This design comes from an exercise in tuning for small area, a short achievable clock period and few clock cycles per item on the open sky130 flow, not from production work. Only simulation tests tie the RTL to the original design; equivalence was not proved. Power figures rest on the tool's default switching activity, not on a simulated workload.

==> flow/design.v (excerpt) <==
module AEC(clk, rst, ascii_in, ready, valid, result);
input clk;
input rst;
input ready;
input [7:0] ascii_in;
output valid;
output [6:0] result;
reg c_dig, c_lp, c_rp, c_add, c_sub, c_eq;
reg [3:0] c_val;
wire a_grp = ~ascii_in[6] & ~ascii_in[4];           
wire a_num = ~ascii_in[6] &  ascii_in[4] & ~(ascii_in[3] & ascii_in[2]);
wire a_eq  = ~ascii_in[6] &  ascii_in[4] &   ascii_in[3] & ascii_in[2];
wire a_dig = ascii_in[6] | a_num;
wire [3:0] a_val = ascii_in[6] ? ascii_in[3:0] + 4'd9 : ascii_in[3:0];
always @(posedge clk) begin
    if (rst || c_eq) begin
        c_dig <= 1'b0; c_lp <= 1'b0; c_rp <= 1'b0;
        c_add <= 1'b0; c_sub <= 1'b0; c_eq <= 1'b0;
    end else begin
        c_dig <= a_dig;
        c_lp  <= a_grp & (ascii_in[2:0] == 3'b000);
        c_rp  <= a_grp & (ascii_in[2:0] == 3'b001);
        c_add <= a_grp & (ascii_in[2:0] == 3'b011);
        c_sub <= a_grp & (ascii_in[2:0] == 3'b101);
        c_eq  <= a_eq;
    end
    c_val <= a_val;
end
reg [6:0] S, M, K;
reg       triv;                  
reg [6:0] mark;                  
reg [1:0] sp;                    
reg [6:0] DS0, DS1, DS2;         
reg [6:0] DK1, DK2;              
wire [6:0] sum  = S + M;
wire [6:0] prod = M * c_val;
wire [6:0] ctxS = (sp == 2'd1) ? DS0 : (sp == 2'd2) ? DS1 : DS2;
wire [6:0] ctxK = (sp == 2'd1) ? 7'd1 : (sp == 2'd2) ? DK1 : DK2;
wire push = c_lp & ~triv;
wire pop  = c_rp & ~mark[0];
always @(posedge clk) begin
    if (rst || c_eq) begin
        S <= 7'd0;
        M <= 7'd1;
        K <= 7'd1;
        triv <= 1'b1;
        sp <= 2'd0;
    end else begin
        if (c_dig) begin
            M <= prod;
            triv <= 1'b0;
        end
        if (c_add | c_sub) begin
            S <= sum;
            M <= c_sub ? -K : K;
        end
        if (push) begin
            S <= 7'd0;
            K <= M;
  ...
Size in the first run: roughly 380 cells after synthesis.
clock: 10.0 ns
lec_check: 0
cap_margin: 20
core_margin: 2
core_utilization: 40
slew_margin: 20
standard.sh (not shown) runs the stock make flow with config.mk's settings and CLKGATE_MAP_FILE= SYNTH_SCRIPT=/design/flow/synth_recipe.tcl, a recipe that flattens the netlist after the stock synthesis.
==> flow/flow/run.sh <==
#!/bin/bash
# Standard ORFS layout with a tighter setup target for repair_timing and
# ports buffered with buf_4 cells. Clock period and SDC are unchanged.
set -euo pipefail
MARGIN=${MARGIN:-6.5}
bash standard.sh SETUP_SLACK_MARGIN=$MARGIN \
  "BUFFER_PORTS_ARGS=-buffer_cell sky130_fd_sc_hd__buf_4" finish > std_flow.log 2>&1
Testbench counts at the start, summed over its fixed seeds: cycles 41,688, items 4,000.
Then changed:
==> flow/run.sh (new file) <==
#!/bin/bash
# synth_recipe.tcl (not shown) runs the flow's synth.tcl, then flattens the netlist and writes it again
# the make line also repeats each setting of config.mk as NAME=value (left out here)
make -C /OpenROAD-flow-scripts/flow DESIGN_CONFIG=/design/flow/config.mk WORK_HOME=/design/flow/orfs CLKGATE_MAP_FILE= SYNTH_SCRIPT=/design/flow/synth_recipe.tcl finish
removed: flow/flow/run.sh
removed: flow/standard.sh
Outcome:
- routed wire length is lower by about 3.4%
- die area stays the same
- maximum frequency is lower by 17%
- global-route usage is lower by 0.14 points
- via count is lower by about 2.6%
Then changed:
Settings changed: ABC_CLOCK_PERIOD_IN_PS set to 1000.
The changed run finished clean.
Utilization does not change.
Critical path depth is unchanged.
Register-to-register slack is about the same.

---

The RTL this note starts from:
==> flow/design.v <==
module AEC(clk, rst, ascii_in, ready, valid, result);
input clk;
input rst;
input ready;
input [7:0] ascii_in;
output valid;
output [6:0] result;
localparam [3:0] OP_NOP  = 4'b0000;     
localparam [3:0] OP_EQ   = 4'b0010;
localparam [3:0] OP_LP   = 4'b0001;     
localparam [3:0] OP_LPT  = 4'b0011;     
localparam [3:0] OP_RP   = 4'b0100;
localparam [3:0] OP_MUL  = 4'b0110;
localparam [3:0] OP_ADD  = 4'b1000;
localparam [3:0] OP_SUB  = 4'b1001;
reg       c_dig;
reg [3:0] c_v;
wire is_eq  = ~c_dig & (c_v == OP_EQ);
wire is_lp  = ~c_dig & ~c_v[3] & c_v[0];
wire is_lpt = ~c_dig & ~c_v[3] & c_v[1] & c_v[0];
wire is_rp  = ~c_dig & (c_v == OP_RP);
wire is_as  = ~c_dig & c_v[3];
wire is_sub = ~c_dig & c_v[3] & c_v[0];
wire is_open = ~c_dig & ~c_v[3] & ~c_v[2] & (c_v[0] | ~c_v[1]);   
wire a_grp = ~ascii_in[6] & ~ascii_in[4];           
wire a_num = ~ascii_in[6] &  ascii_in[4] & ~(ascii_in[3] & ascii_in[2]);
wire a_eq  = ~ascii_in[6] &  ascii_in[4] &   ascii_in[3] & ascii_in[2];
wire a_dig = ascii_in[6] | a_num;
wire [3:0] a_val = ascii_in[6] ? ascii_in[3:0] + 4'd9 : ascii_in[3:0];
reg  [3:0] a_op;
always @* begin
    case (ascii_in[2:0])
        3'b000:  a_op = is_open ? OP_LPT : OP_LP;
        3'b001:  a_op = OP_RP;
        3'b010:  a_op = OP_MUL;
        3'b011:  a_op = OP_ADD;
        default: a_op = OP_SUB;
    endcase
    if (!a_grp)
        a_op = a_eq ? OP_EQ : OP_NOP;
end
reg       out_v;
reg [6:0] out_r;
always @(posedge clk) begin
    if (rst || is_eq || out_v) begin
        c_dig <= 1'b0;
        c_v   <= OP_NOP;
    end else begin
        c_dig <= a_dig;
        c_v   <= a_dig ? a_val : a_op;
    end
end
reg [6:0] S, M;
reg [6:0] mark;                  
reg [1:0] sp;                    
reg [6:0] DS0, DS1, DS2;         
reg [6:0] DK1, DK2;
reg [6:0] K;
wire [6:0] ctxK = (sp == 2'd1) ? 7'd1 : (sp == 2'd2) ? DK1 : DK2;
wire [6:0] ctxS = (sp == 2'd1) ? DS0 : (sp == 2'd2) ? DS1 : DS2;
wire [6:0] sum  = S + M;
wire [6:0] pp0 = c_v[0] ? M : 7'd0;
wire [6:0] pp1 = c_v[1] ? {M[5:0], 1'b0} : 7'd0;
wire [6:0] pp2 = c_v[2] ? {M[4:0], 2'b0} : 7'd0;
wire [6:0] pp3 = c_v[3] ? {M[3:0], 3'b0} : 7'd0;
wire [6:0] prod = (pp0 + pp1) + (pp2 + pp3);
wire push = is_lp & ~is_lpt;
wire pop  = is_rp & ~mark[0];
always @(posedge clk) begin
    if (rst || is_eq) begin
        S <= 7'd0;
        M <= 7'd1;
        K <= 7'd1;
        sp <= 2'd0;
    end else begin
        if (c_dig)
            M <= prod;
        if (is_as) begin
            S <= sum;
            M <= is_sub ? -K : K;
        end
        if (push) begin
            S <= 7'd0;
            K <= M;
            sp <= sp + 2'd1;
        end
        if (is_rp) begin
            S <= pop ? ctxS : 7'd0;
            M <= sum;
        end
        if (pop) begin
            sp <= sp - 2'd1;
            K <= ctxK;
        end
    end
end
always @(posedge clk) begin
    if (is_lp)
        mark <= {mark[5:0], is_lpt};
    else if (is_rp)
        mark <= {1'b0, mark[6:1]};
end
always @(posedge clk) begin
    if (push) begin
        if (sp == 2'd0) DS0 <= S;
        if (sp == 2'd1) begin DS1 <= S; DK1 <= K; end
        if (sp == 2'd2) begin DS2 <= S; DK2 <= K; end
    end
end
always @(posedge clk) begin
    out_v <= is_eq & ~rst;
    out_r <= sum;
end
assign valid = out_v;
assign result = out_r;
endmodule
export LEC_CHECK = 0
export CAP_MARGIN = 20
export CORE_MARGIN = 2
export CORE_UTILIZATION = 40
export SLEW_MARGIN = 20
create_clock -name core_clock -period 10.0 [get_ports {clk}]
==> flow/flow/run.sh <==
#!/bin/bash
# Standard ORFS layout with a tighter setup target for repair_timing and
# ports buffered with buf_4 cells. Clock period and SDC are unchanged.
set -euo pipefail
MARGIN=${MARGIN:-7.5}
bash standard.sh SETUP_SLACK_MARGIN=$MARGIN \
  "BUFFER_PORTS_ARGS=-buffer_cell sky130_fd_sc_hd__buf_4" finish > std_flow.log 2>&1
The baseline finished with timing, DRC and antenna clean.
Testbench counts at the start, summed over its fixed seeds: cycles 45,688, items 4,000.
Rerun with:
==> flow/flow/run.sh (replaced) <==
#!/bin/bash
# Standard ORFS layout, with:
#  - synthesis leaving adders to ABC instead of mapping them onto the
#    library's full/half-adder cells (faster logic; same registers),
#  - ports buffered with buf_4 cells,
#  - a tighter setup target for repair_timing.
# Clock period and SDC are unchanged.
set -euo pipefail
MARGIN=${MARGIN:-7}
bash standard.sh SETUP_SLACK_MARGIN=$MARGIN ADDER_MAP_FILE= \
  "BUFFER_PORTS_ARGS=-buffer_cell sky130_fd_sc_hd__buf_4" finish > std_flow.log 2>&1
Final area shrinks by 8.0%.
Total power decreases by 3.1%.
Flip-flop and latch count does not change.
Clock-buffer cell count climbs by 1.
Setup slack gains 0.11 ns.
Fmax rose by 3.9%.
Area after synthesis came out higher by 2.6%.
Rerun with:
==> flow/flow/run.sh (replaced) <==
#!/bin/bash
# Standard ORFS layout with a tighter setup target for repair_timing and
# ports buffered with buf_4 cells. Clock period and SDC are unchanged.
set -euo pipefail
MARGIN=${MARGIN:-7}
bash standard.sh SETUP_SLACK_MARGIN=$MARGIN \
  "BUFFER_PORTS_ARGS=-buffer_cell sky130_fd_sc_hd__buf_4" finish > std_flow.log 2>&1
The new run produced a clean layout.
Utilization goes up by 1.4 points.
First-iteration DRC count goes down by 29%.
Via count goes down by 12%.
Power goes up by 1.7%.
Rerun with:
==> flow/flow/run.sh (replaced) <==
#!/bin/bash
# Standard ORFS layout, with:
#  - synthesis leaving adders to ABC instead of mapping them onto the
#    library's full/half-adder cells (faster logic; same registers),
#  - ports buffered with buf_4 cells,
#  - a tighter setup target for repair_timing.
# Clock period and SDC are unchanged.
set -euo pipefail
MARGIN=${MARGIN:-7.5}
bash standard.sh SETUP_SLACK_MARGIN=$MARGIN ADDER_MAP_FILE= \
  "BUFFER_PORTS_ARGS=-buffer_cell sky130_fd_sc_hd__buf_4" finish > std_flow.log 2>&1
What happened:
- non-clock buffer count grows by 15
- routed wire length is higher by about 15%
- flip-flop and latch count does not change
- area after synthesis goes up by 2.6%
- worst setup slack improves by 0.23 ns
- first-iteration DRC count climbs by about 80%
- utilization rises by 2.3 points
- count of clock-buffer cells in the layout rose by 1
- register-to-register slack improves by 0.69 ns
- combinational power grows by about 13%
- global-route usage came out higher by 1.5 points

## re-timing with driven ports
The flow's constraints put no driver on any port. The routed layouts listed below were extracted and timed again, unchanged, in two steps.
Step 1 sets driving cells, clkbuf_16 on the clock port and buf_2 on the other inputs (assumed; they add their load-dependent delay and slew).
Step 2 moves the port delays by t, midway between the first and last clock arrival at a register: inputs arrive t later, outputs are due t later. That takes back most of the time a late clock gives input paths.
Slacks: ideal ports / drivers / drivers and shift; pairs: ideal ports / drivers.
| run | t, ns | slack for setup (ns) | latest minus earliest clock arrival (ns) | worst register clock-pin slew, ns | pins driven straight from the clock port |
|---|---|---|---|---|---|
| the first run of note 1 | 0.372 | 6.002 / 5.971 / 6.343 | 0.012 / 0.012 | 0.08 / 0.08 | 1 |
| the second run of note 1 | 0.379 | 5.200 / 5.167 / 5.546 | 0.010 / 0.010 | 0.09 / 0.09 | 1 |
| the third run of note 1 | 0.379 | 5.200 / 5.167 / 5.546 | 0.010 / 0.010 | 0.09 / 0.09 | 1 |
| the first run of note 2 | 0.393 | 7.027 / 7.027 / 6.877 | 0.014 / 0.013 | 0.09 / 0.09 | 1 |
| the second run of note 2 | 0.374 | 7.139 / 7.105 / 6.841 | 0.013 / 0.012 | 0.08 / 0.08 | 1 |
| the third run of note 2 | 0.381 | 6.927 / 6.927 / 6.779 | 0.010 / 0.010 | 0.09 / 0.09 | 1 |
| the fourth run of note 2 | 0.391 | 7.161 / 7.129 / 7.006 | 0.013 / 0.012 | 0.09 / 0.09 | 1 |
After both steps setup and hold are still met in every run listed. The setup slack of the second run of note 2, which loses most, moves by -0.034 ns with the drivers and by -0.298 ns with both steps.
